This design comes from an exercise in tuning for small area on the open sky130 flow, not from production work. The RTL was checked by simulation tests, not by an equivalence proof against the original design. The clock input has no modelled driver; a real chip could not lean on it and would need a root buffer or a full tree.

## run B
// Pong
module Pong (
   output j01,
   output j02,
   output j03,
   output j04,
   output j05,
   output j06,
   input j13,
   input j14,
   input j15,
   input j16,
   input j17,
   input j18,
   input clk_in,
   input rst_n
);
Settings: LEC_CHECK=0, CAP_MARGIN=20, CORE_MARGIN=2, CORE_UTILIZATION=70, SLEW_MARGIN=20; clock period 10.0 ns.
standard.sh (not shown) runs the stock make flow with config.mk's settings and CLKGATE_MAP_FILE= SYNTH_SCRIPT=/design/flow/synth_recipe.tcl, a recipe that flattens the netlist after the stock synthesis.
==> flow/flow/run.sh <==
#!/bin/bash
# Own layout flow: the standard synthesis, then the logic between the
# registers is re-mapped with a stronger ABC script (the registers, their
# names and cell types are kept), then the standard layout from the
# floorplan on. Each tool writes its output to a log file of its own.
set -euo pipefail
WORK=$(pwd)
FLOWDIR=$WORK/flow
R=$WORK/orfs/results/${FLOW_PLATFORM}/Pong/base
LIB=$FLOW_HOME/platforms/${FLOW_PLATFORM}/lib/sky130_fd_sc_hd__tt_025C_1v80.lib
# layout options (clock tree and port buffers)
source $FLOWDIR/opts.sh

# 1. standard synthesis
bash standard.sh synth > $WORK/log_1_synth.txt 2>&1
cp $R/1_2_yosys.v $WORK/1_2_yosys_standard.v

# 2. re-map the combinational logic
python3 $FLOWDIR/genlogic.py $LIB $WORK/cells_logic.v > $WORK/log_2_genlogic.txt 2>&1
DONT_USE=$(grep -o 'cell *( *"\?sky130_fd_sc_hd__\(lpflow\|probe\)[a-z0-9_]*' $LIB | sed 's/.*(\s*"\?//' | sed 's/^/-dont_use /' | tr '\n' ' ')
cat > $WORK/reabc.ys <<EOT
read_liberty -lib $LIB
read_verilog $WORK/cells_logic.v
read_verilog $WORK/1_2_yosys_standard.v
hierarchy -top $FLOW_TOP
rename -hide w:_* c:_*
flatten
techmap
opt -fast
stat
abc -liberty $LIB $DONT_USE -script $FLOWDIR/area.abc
read_liberty -lib -overwrite $LIB
opt_clean -purge
splitnets
opt_clean -purge
hilomap -singleton -hicell sky130_fd_sc_hd__conb_1 HI -locell sky130_fd_sc_hd__conb_1 LO
insbuf -buf sky130_fd_sc_hd__buf_4 A X
check -assert -mapped
stat -liberty $LIB
write_verilog -noattr -noexpr -nohex -nodec $R/1_2_yosys.v
EOT
yosys -s $WORK/reabc.ys > $WORK/log_2_reabc.txt 2>&1

# 3. standard layout from the synthesized netlist on
CTS_ARGS="$OPT_CTS_ARGS" BUFFER_PORTS_ARGS="$OPT_BUFFER_PORTS_ARGS" bash standard.sh finish > $WORK/log_3_layout.txt 2>&1
==> flow/flow/opts.sh <==
OPT_CTS_ARGS="-sink_clustering_enable -repair_clock_nets -dont_use_dummy_load -buf_list sky130_fd_sc_hd__clkbuf_16 -sink_clustering_size 50 -sink_clustering_max_diameter 120"
OPT_BUFFER_PORTS_ARGS="-buffer_cell sky130_fd_sc_hd__buf_1"
Other scripts of this flow, unchanged in this note and not shown: flow/flow/area.abc, flow/flow/genlogic.py
Run B completed; timing, DRC and antenna clean
Input changes introduced in run C (baseline for comparison: run B):
==> flow/flow/opts.sh <==
OPT_CTS_ARGS="-sink_clustering_enable -repair_clock_nets -dont_use_dummy_load -buf_list sky130_fd_sc_hd__clkbuf_8 -sink_clustering_size 30 -sink_clustering_max_diameter 80"
OPT_BUFFER_PORTS_ARGS="-buffer_cell sky130_fd_sc_hd__buf_1"
Notes after the runs:
- No run among run C and run B stopped early or left any final violation; all are clean.
- Going from run B to run C, count of instances resized after the clock tree is built about even, routed length on met3 went down 7.5%, hold slack comparable, buffer and inverter count on the worst path comparable.
- Lower sequential share of layout area was reported by run B, not run C.
- Summary of run C over run B: post-route cell area fell by about 1.8%; all-layer global routing usage now sits lower.


pepper:
Another version of the RTL of Pong (not shown whole).
Size: about 1400 cells after synthesis, about 0.0094 mm² of cells after synthesis.
export LEC_CHECK = 0
export CAP_MARGIN = 20
export CORE_MARGIN = 2
export CORE_UTILIZATION = 80
export GPL_TIMING_DRIVEN = 0
export SLEW_MARGIN = 20
create_clock -name core_clock -period 10.0 [get_ports {clk_in}]
==> flow/flow/run.sh <==
#!/bin/bash
# Own layout flow: the standard synthesis, then the logic between the
# registers is re-mapped with a stronger ABC script (the registers, their
# names and cell types are kept), then the standard layout from the
# floorplan on. Each tool writes its output to a log file of its own.
set -euo pipefail
WORK=$(pwd)
FLOWDIR=$WORK/flow
R=$WORK/orfs/results/${FLOW_PLATFORM}/Pong/base
LIB=$FLOW_HOME/platforms/${FLOW_PLATFORM}/lib/sky130_fd_sc_hd__tt_025C_1v80.lib
# layout options (clock tree and port buffers)
source $FLOWDIR/opts.sh

# 1. standard synthesis
bash standard.sh synth > $WORK/log_1_synth.txt 2>&1
cp $R/1_2_yosys.v $WORK/1_2_yosys_standard.v

# 2. re-map the combinational logic: three rounds of four seeds of ABC's
#    deepsyn, each round starting from the smallest result so far
python3 $FLOWDIR/genlogic.py $LIB $WORK/cells_logic.v > $WORK/log_2_genlogic.txt 2>&1
DONT_USE=$(grep -o 'cell *( *"\?sky130_fd_sc_hd__\(lpflow\|probe\)[a-z0-9_]*' $LIB | sed 's/.*(\s*"\?//' | sed 's/^/-dont_use /' | tr '\n' ' ')
remap() {  # remap ROUND INPUT: writes reabc_ROUND_SEED.v and .area
  local RD=$1 IN=$2 S
  for S in 1 2 3 4; do
    sed "s/@SEED@/$((RD * 10 + S))/" $FLOWDIR/area.abc > $WORK/reabc_${RD}_$S.abc
    cat > $WORK/reabc_${RD}_$S.ys <<EOT
read_liberty -lib $LIB
read_verilog $WORK/cells_logic.v
read_verilog $IN
hierarchy -top $FLOW_TOP
rename -hide w:_* c:_*
flatten
techmap
opt -fast
abc -liberty $LIB $DONT_USE -script $WORK/reabc_${RD}_$S.abc
read_liberty -lib -overwrite $LIB
opt_clean -purge
splitnets
opt_clean -purge
hilomap -singleton -hicell sky130_fd_sc_hd__conb_1 HI -locell sky130_fd_sc_hd__conb_1 LO
insbuf -buf sky130_fd_sc_hd__buf_4 A X
check -assert -mapped
tee -o $WORK/reabc_${RD}_$S.area stat -liberty $LIB
write_verilog -noattr -noexpr -nohex -nodec $WORK/reabc_${RD}_$S.v
EOT
    yosys -s $WORK/reabc_${RD}_$S.ys > $WORK/log_2_reabc_${RD}_$S.txt 2>&1 &
  done
  wait
}
best() {  # the netlist with the smallest area among reabc_*.v
  local F
  for F in $WORK/reabc_*_*.v; do
    if [[ -s $F && -s ${F%.v}.area ]]; then
      echo "$(grep 'Chip area' ${F%.v}.area | awk '{print $NF}') $F"
    fi
  done | sort -g | head -1 | awk '{print $2}'
}
remap 1 $WORK/1_2_yosys_standard.v
B1=$(best)
remap 2 $B1
B2=$(best)
remap 3 $B2
BEST=$(best)
echo "round 1: $B1; round 2: $B2; kept: $BEST" > $WORK/log_2_choice.txt
cp $BEST $R/1_2_yosys.v

# 3. standard layout from the synthesized netlist on
#    (after clock_tree_synthesis, flow/clock_tree.tcl replaces its tree with a
#    two-level one of fewer buffers)
POST_CTS_TCL=$FLOWDIR/clock_tree.tcl CTS_ARGS="$OPT_CTS_ARGS" BUFFER_PORTS_ARGS="$OPT_BUFFER_PORTS_ARGS" bash standard.sh finish > $WORK/log_3_layout.txt 2>&1
Other scripts of this flow, unchanged in this note and not shown: flow/flow/area.abc, flow/flow/clock_tree.tcl, flow/flow/genlogic.py, flow/flow/opts.sh
Here is what was changed in the inputs of cedar compared with pepper.
-- flow/flow/run.sh --
<<< pepper, line 17

# 2. re-map the combinational logic: three rounds of four seeds of ABC's
#    deepsyn, each round starting from the smallest result so far
python3 $FLOWDIR/genlogic.py $LIB $WORK/cells_logic.v > $WORK/log_2_genlogic.txt 2>&1
>>> cedar, line 17

# 2. re-map the combinational logic with ABC's deepsyn: four seeds from the
#    standard netlist, then twice eight seeds from the smallest result so far
python3 $FLOWDIR/genlogic.py $LIB $WORK/cells_logic.v > $WORK/log_2_genlogic.txt 2>&1
<<< pepper, line 60
remap 2 $B1
B2=$(best)
remap 3 $B2
BEST=$(best)
echo "round 1: $B1; round 2: $B2; kept: $BEST" > $WORK/log_2_choice.txt
cp $BEST $R/1_2_yosys.v
>>> cedar, line 60
remap 2 $B1
remap 3 $B1
B2=$(best)
remap 4 $B2
remap 5 $B2
BEST=$(best)
echo "rounds 1: $B1; 2-3: $B2; kept: $BEST" > $WORK/log_2_choice.txt
cp $BEST $R/1_2_yosys.v
Notes after the runs:
cedar: no failed stages, no open violations at the end. cedar vs. pepper: period utilization went up by 2.8 points. As far as area overhead of the layout relative to synthesis is concerned, pepper and cedar perform about the same. Die area: cedar vs pepper, no meaningful difference. Compared with pepper, in cedar post-DP HPWL closely matched the old numbers, largest net degree at the start of global routing now larger. Fraction of met3 tracks used by global routing is lower on cedar. Relative to pepper, starting density of the core has decreased by 0.19 points in cedar. Compared with pepper, cedar shows fmax that has gone down by a few percent.
No run of this note takes its clock network from TritonCTS; it comes from the design's own scripts or RTL.

[re-timing with driven ports]
The flow's constraints put no driver on any port. The routed layouts listed below were extracted and timed again, unchanged, in two steps. Step 1 assumes that a clkbuf_16 drives the clock port and a buf_2 every other input. Step 2 moves the port delays by t, midway between the first and last clock arrival at a register: inputs arrive t later, outputs are due t later. That takes back most of the time a late clock gives input paths. a / b / c = no drivers / after step 1 / after step 2; a / b = the first two.
run	t (ns)	setup WS [ns]	worst slew at a driven data input, ns
run B	0.463	5.014 / 5.014 / 5.014	0.04
run C	0.497	5.019 / 5.019 / 5.019	0.04
pepper	0.498	3.873 / 3.873 / 3.689	0.03
cedar	0.479	3.592 / 3.592 / 3.592	0.03
After both steps setup and hold are still met in every run listed. For pepper, which loses most, drivers alone change the setup slack by 0.000 ns; drivers and shift together by -0.184 ns.
